Context: an optimization exercise on an open-source flow, tuned for small area and a short achievable clock period. The choices shown serve that exercise and are no tape-out recipe.
RTL that was checked went through simulation tests only; none was proved equivalent to the original.
For run 2, only the layout was checked, not whether the RTL still works.

==> flow/design.v, too long to show whole: its modules and the start of the top module <==
// module DF_Fir_Tree: 868 lines
// module fir_fa: 6 lines
// module fir_ha: 6 lines
module DF_Fir_Tree (clk, clk_enable, reset, filter_in, filter_out);
  // ...
==> flow/flow/run.sh <==
#!/bin/bash
# Standard ORFS layout with two changes to how it is optimised:
#  - port buffers use buf_1 instead of the resizer's default pick;
#  - repair_timing aims for extra setup slack on the worst endpoints.
# Everything else (synthesis, floorplan, CTS, routing) is the standard.sh.
set -euo pipefail
bash standard.sh \
  "BUFFER_PORTS_ARGS=-buffer_cell sky130_fd_sc_hd__buf_1" \
  SETUP_SLACK_MARGIN=8.9 \
  TNS_END_PERCENT=10 \
  finish > standard_make.log 2>&1
==> flow/standard.sh <==
#!/bin/bash
# synth_recipe.tcl (not shown) runs the flow's synth.tcl, then flattens the netlist and writes it again
# the make line also repeats each setting of config.mk as NAME=value (left out here)
make -C /OpenROAD-flow-scripts/flow DESIGN_CONFIG=/design/flow/config.mk WORK_HOME=/design/flow/orfs CLKGATE_MAP_FILE= SYNTH_SCRIPT=/design/flow/synth_recipe.tcl "${@:-finish}"
==> flow/config.mk <==
export PLATFORM = sky130hd
export DESIGN_NAME = DF_Fir_Tree
export DESIGN_NICKNAME = DF_Fir_Tree
export VERILOG_FILES = /design/flow/design.v
export SDC_FILE = /design/flow/constraint.sdc
export NUM_CORES = 4
export LEC_CHECK = 0
export CAP_MARGIN = 20
export CORE_MARGIN = 2
export CORE_UTILIZATION = 40
export CTS_BUF_LIST = sky130_fd_sc_hd__clkbuf_8
export CTS_CLUSTER_DIAMETER = 80
export CTS_CLUSTER_SIZE = 15
export PLACE_DENSITY = 0.6
export SLEW_MARGIN = 20
export SYNTH_HIERARCHICAL = 1
export SYNTH_MINIMUM_KEEP_SIZE = 0
==> flow/constraint.sdc <==
create_clock -name core_clock -period 13.0 [get_ports {clk}]
set_input_delay 2.6000 -clock core_clock [delete_from_list [all_inputs] [get_ports {clk}]]
set_output_delay 2.6000 -clock core_clock [all_outputs]
set_load 0.01 [all_outputs]
==> key figures, run 1 <==
Layout
  – Plain + repair buffers: 135
  – Design Area, Final: 0.0239 mm2
  – Seq area share: 0.278
  – Largest registers: output_register x33, Rc x32, Rs x31
  – Buffering overhead: 0.0389
  – Nets: 2250
  – Share of post-route cells with drive strength above 1: 0.268

Synthesis
  – Net Count, Synth: 2129
  – Largest family of logic cells by synthesized area: adder cells
  – Synth area leaders: fa_1, dfrtp_1, mux2_2
  – Sequential area share after synthesis: 0.305
  – Synth Flop Type: dfrtp_1
  – Commonest cells post-synth: fa_1, dfrtp_1, inv_1

Min path
  – Hold Path Sink: d3[2]$_DFFE_PP0P_

Global route
  – GR peak layer: met2
  – Grt ovf: 0
  – Initial antenna violation count: 0
  – Met3 usage: 0.0260

Worst setup path
  – CP bufs+invs: 2
  – CP endpoint kind: flop

Drt
  – DRT iter0 DRCs: 836
  – Met3 WL: 2290 um
  – WL final: 55600 um
  – Via-to-Cell Ratio: 5.24
  – DR DRC count: 0

Die
  – Die W: 235 um

Timing
  – Final Hold Vio Count: 0
  – Hold slack: 0.489 ns
  – Relative slew slack: 0.351
  – Final WS setup: 8.77 ns

Clock network
  – Post-CTS Hold Fix Bufs: 0

Placement
  – Placer Congestion: 0.942
  – HPWL Detailed: 40200 um

Outcome
  – Outcome: finished clean
==> run 2: changes to the inputs <==
--- a/flow/design.v
+++ b/flow/design.v
@@ -844,17 +844,18 @@
   wire tb_119, tb_120;
   fir_fa utb_119 (.a(Rc[29]), .b(Rs[28]), .c(~Rs[29]), .s(tb_119), .co(tb_120));
   wire tb_121, tb_122;
   fir_fa utb_121 (.a(Rc[30]), .b(Rs[29]), .c(~Rs[30]), .s(tb_121), .co(tb_122));
   wire tb_123, tb_124;
   fir_fa utb_123 (.a(Rc[31]), .b(Rs[30]), .c(Rs[31]), .s(tb_123), .co(tb_124));
   wire [32:0] n0 = {Rs[31], ~tb_122, ~tb_120, ~tb_118, ~tb_116, ~tb_114, ~tb_112, ~tb_111, ~tb_108, tb_104, ~tb_100, ~tb_99, ~tb_92, tb_86, tb_80, ~tb_74, tb_68, tb_62, ~tb_56, tb_50, tb_44, tb_38, tb_32, tb_26, tb_20, tb_16, tb_12, tb_8, tb_4, tb_3, Rc[2], ~Rs[1], 1'b0};
   wire [32:0] n1 = {~tb_124, ~tb_123, ~tb_121, ~tb_119, ~tb_117, ~tb_115, ~tb_113, tb_110, tb_109, ~tb_107, tb_103, ~tb_96, ~tb_95, ~tb_91, tb_85, tb_79, ~tb_73, tb_67, tb_61, ~tb_55, tb_49, tb_43, tb_37, tb_31, tb_25, tb_19, tb_15, tb_11, tb_7, ~tb_2, tb_1, Rc[1], Rc[0]};
-  wire [32:0] nsum = n0 + n1 + 33'd1;
+  wire [32:0] nsum;
+  fir_add33 ucpa (.a(n0), .b(n1), .s(nsum));
   wire [32:0] sum = ~nsum;
   always @(posedge clk or posedge reset)
     if (reset) begin
       d0 <= 0; d1 <= 0; d2 <= 0; d3 <= 0; d4 <= 0; d5 <= 0; d6 <= 0; d7 <= 0;
       pa <= 0; pb <= 0;
       Rs <= 33'd6414442825;
       Rc <= 33'd2027188;
       output_register <= 0;
@@ -874,8 +875,13 @@
   assign co = (a & b) | (a & c) | (b & c);
 endmodule
 module fir_ha (a, b, s, co);
   input a, b;
   output s, co;
   assign s = a ^ b;
   assign co = a & b;
 endmodule
+module fir_add33 (a, b, s);
+  input [32:0] a, b;
+  output [32:0] s;
+  assign s = a + b + 33'd1;
+endmodule
==> key figures, run 2 <==
Die
  – Initial core utilization: 0.403 (was 0.404)
  – Die area: 0.0558 mm2 (was 0.0550 mm2)
  – Die W: 236 um (was 235 um)
  – # rows: 85 (was 84)
  – Placeable core area: 0.0535 mm2 (was 0.0526 mm2)
  – Io pins: 52 (unchanged)
  – Die Y: 236 um (was 235 um)

Layout
  – Max reg flops: 33 (unchanged)
  – Layout Cells excl Fill: 2538 (was 2454)
  – Largest registers: output_register x33, Rc x32, Rs x31 (unchanged)
  – Share of post-route cells with drive strength above 1: 0.297 (was 0.268)
  – Nets: 2326 (was 2250)
  – Commonest non-fill, non-tap cells in the layout: fa_1, inv_1, mux2_2 (unchanged)
  – Register name with the most flops: output_register (unchanged)
  – Commonest non-fill, non-tap cell in the layout: fa_1 (unchanged)
  – Syn-to-layout area delta: 13.9% (was 12.2%)

Timing
  – Setup TNS: 0 ns (unchanged)
  – Setup violations, final: 0 (unchanged)
  – Slew @ Worst Pin: 0.913 ns (was 0.974 ns)
  – Pins Over Slew Limit: 0 (unchanged)
  – RSZ-0062 raised after global routing: yes (unchanged)
  – Final WS setup: 8.81 ns (was 8.77 ns)
  – Relative slew slack: 0.391 (was 0.351)
  – Min Clock Period, post-route: 4.19 ns (was 4.23 ns)
  – Achievable Freq: 0.239 GHz (was 0.236 GHz)
  – Final Hold Vio Count: 0 (unchanged)
  – Period utilisation layout: 0.322 (was 0.325)
  – Final setup skew: 0.0389 ns (was 0.0437 ns)

Synthesis
  – Synth warnings: 7 (unchanged)
  – Commonest cells post-synth: fa_1, dfrtp_1, inv_1 (unchanged)
  – Net Count, Synth: 2172 (was 2129)
  – Post-Syn Instances: 1669 (was 1627)
  – Synth Flop Type: dfrtp_1 (unchanged)
  – Sequential area share after synthesis: 0.301 (was 0.305)
  – Ys async rst share: 1.00 (unchanged)
  – Synth area leader: fa_1 (unchanged)
  – Number of synthesized flops with an enable pin: 0 (unchanged)
  – Seq cells post-synth: 258 (unchanged)
  – Most common cell in the netlist: fa_1 (unchanged)
  – Synth cell types: 77 (was 55)
  – Synthesized cell area: 0.0216 mm2 (was 0.0213 mm2)
  – Syn Area/Cell: 12.9 um2 (was 13.1 um2)
  – Synth area leaders: fa_1, dfrtp_1, mux2_2 (unchanged)
  – Synth top area share: 0.380 (was 0.385)

Clock network
  – TritonCTS Sinks: 258 (unchanged)
  – CTS tree: yes (unchanged)
  – Number of CTS-inserted buffers: 24 (unchanged)
  – # H-tree levels: 1 (unchanged)
  – Reg clk slew, reported paths: 0.11 ns (was 0.10 ns)
  – Clk Latency, worst-skew pair: 0.63 ns (was 0.62 ns)
  – Clock Path Buffers: 3 (unchanged)
  – Root Driver: clkbuf_8 (unchanged)
  – Post-CTS Hold Fix Bufs: 0 (unchanged)

Worst setup path
  – CP endpoint kind: flop (unchanged)
  – CP Cell Sequence: fa_1 > fa_1 > fa_2 > fa_2 > fa_2 > inv_2 > fa_1 > fa_1 > mux2_4 (was buf_6 > fa_1 > fa_2 > fa_2 > fa_2 > fa_2 > fa_2 > inv_1 > fa_1 > nand2_1 > o21ai_1)
  – Cell repeated most along the worst path: fa_1 (was fa_2)
  – CP max stage cell: fa_1 (was dfrtp_4)
  – RR Startpoint: d0[5]$_DFFE_PP0P_ (was pb[12]$_DFFE_PP0P_)
  – Crit Path Category: reg2reg (unchanged)
  – CP max FO: 5 (was 4)
  – R2R depth: 9 (was 11)
  – Worst path max stage delay: 0.64 ns (was 0.55 ns)
  – CP startpoint kind: flop (unchanged)
  – Critical path arrival: 4.71 ns (was 4.77 ns)
  – CP Launch Point: d0[5]$_DFFE_PP0P_ (was pb[12]$_DFFE_PP0P_)
  – CP required: 13.52 ns (was 13.55 ns)

Drt
  – First-pass iteration count of the detailed router: 5 (unchanged)
  – Total vias in the final route: 13300 (was 12900)
  – WL final: 56000 um (was 55600 um)
  – DR DRC count: 0 (unchanged)
  – Routed length per instance: 22.1 um (was 22.7 um)
  – Via-to-Cell Ratio: 5.25 (was 5.24)
  – DRT iter0 DRCs: 837 (was 836)
  – Post-DRT Antenna Nets: 0 (unchanged)

Global route
  – Largest net degree at the start of global routing: 206 (was 166)
  – First-pass GRT wire length: 87200 um (was 87600 um)
  – Grt ovf: 0 (unchanged)
  – Initial antenna violation count: 1 (was 0)
  – Vias in the first global route: 14700 (was 14300)
  – Tot GR Track Use: 0.204 (was 0.214)

Min path
  – Min-Delay Path Depth: 2 (was 1)
  – HP Start: output_register[19]$_DFFE_PP0P_ (was d2[2]$_DFFE_PP0P_)
  – Worst min-delay path class: reg2reg (unchanged)

Placement
  – Dpl cells: 2378 (was 2335)
  – Placer Congestion: 0.921 (was 0.942)
  – Pre-CTS WS: 8.23 ns (was 7.96 ns)
  – HPWL Detailed: 41300 um (was 40200 um)
  – I/O Buffers: 51 (unchanged)

Outcome
  – Outcome: finished clean (unchanged)

Job
  – Max-Cap Viols: 0 (unchanged)
## run 2: per-module statistics from Yosys, one instance, submodules excluded
module | copies in the design | flops+latches | area [um2]
DF_Fir_Tree | 1 | 258 | 11700
fir_add33 | 1 | 0 | 1740
fir_fa | 406 | 0 | 20.0
## run 2: what timing repair did
| action | 4_1_cts | 5_1_grt |
|---|---|---|
| gates resized for setup | 146 | 64 |
| setup buffers | 73 | 41 |
| pin swaps | 20 | 43 |
| endpoints found under the setup margin | 42 | 151 |
| gates cloned | 0 | 1 |
## run 2: logic make-up (layout without fill, tap and decap cells)
group                      Yosys count  after routing  share of synthesized area
adders and majority gates          484            484                      0.423
DFF                                258            258                      0.301
and+or+nand+nor                    206            206                     0.0422
buffers and inverters              246            418                     0.0454
muxes                              175            175                     0.0914
AOI/OAI and AO/OA                  249            249                     0.0758
other                                1              2                   0.000174
xor gates and xnor gates            50             50                     0.0203
## run 2: per-stage QoR
step	area (um2)	utilization	hold WS, ns
6_report	24500	0.459	0.486
5_1_grt	24500	0.459	0.514
4_1_cts	24000	0.448	0.494
3_5_place_dp	22500	0.420	0.466
3_3_place_gp	22500	0.420	0.463
2_1_floorplan	21600	-	0.449
## run 2: worst paths after layout
| path | to | slack (ns) |
|---|---|---|
| worst min register to register | output_register[19]$_DFFE_PP0P_ | 0.49 |
| worst min-delay path | output_register[19]$_DFFE_PP0P_ | 0.49 |
| max in group asynchronous | d3[10]$_DFFE_PP0P_ | 9.33 |
| min in group asynchronous | output_register[4]$_DFFE_PP0P_ | 2.20 |
| worst max register to register | Rc[16]$_DFFE_PP0P_ | 8.81 |
| worst max-delay path | Rc[16]$_DFFE_PP0P_ | 8.81 |
## run 2: critical path: cells and delay by family, from the launching register on
family | cells | cell delay [ns]
adders and majority gates | 7 | 3.25
muxes | 1 | 0.26
DFF | 1 | 0.52
buffers and inverters | 1 | 0.06
## run 2: routing by layer
metal,GRT usage,part of all wire
met3,0.0229,0.046
met5,0,0
met2,0.344,0.49
met1,0.280,0.44
met4,0.0606,0.027
## run 2: layout make-up
class | count | area, um2
diodes | 1 | 2.50
clock buffers | 28 | 385
clock inverters | 16 | 169
fillers | 4834 | 29000
inverters | 202 | 762
multi-input cells | 1165 | 14400
flip-flops and latches | 258 | 6650
well taps | 696 | 871
repair buffers | 172 | 1280

==> re-timing with driven ports <==
No port has a modelled driver above. Below, the same layouts with a new extraction and two added sets of constraints. Step 1, drivers: a clkbuf_16 drives clk and a buf_2 each remaining input, both assumed. Step 2 moves the port delays by t, midway between the first and last clock arrival at a register: inputs arrive t later, outputs are due t later. That takes back most of the time a late clock gives input paths. Three values: ideal, step 1, step 2; two values: the first two.
run	shift t [ns]	slack for setup (ns)	clock arrival spread, ns	worst data-port slew with drivers (ns)
run 1	0.657	8.771 / 8.771 / 8.518	0.043 / 0.044	0.04
run 2	0.663	8.811 / 8.811 / 8.260	0.040 / 0.040	0.04
After both steps every run listed still meets setup and hold. The setup slack of run 2, which loses most, moves by 0.000 ns with the drivers and by -0.551 ns with both steps.
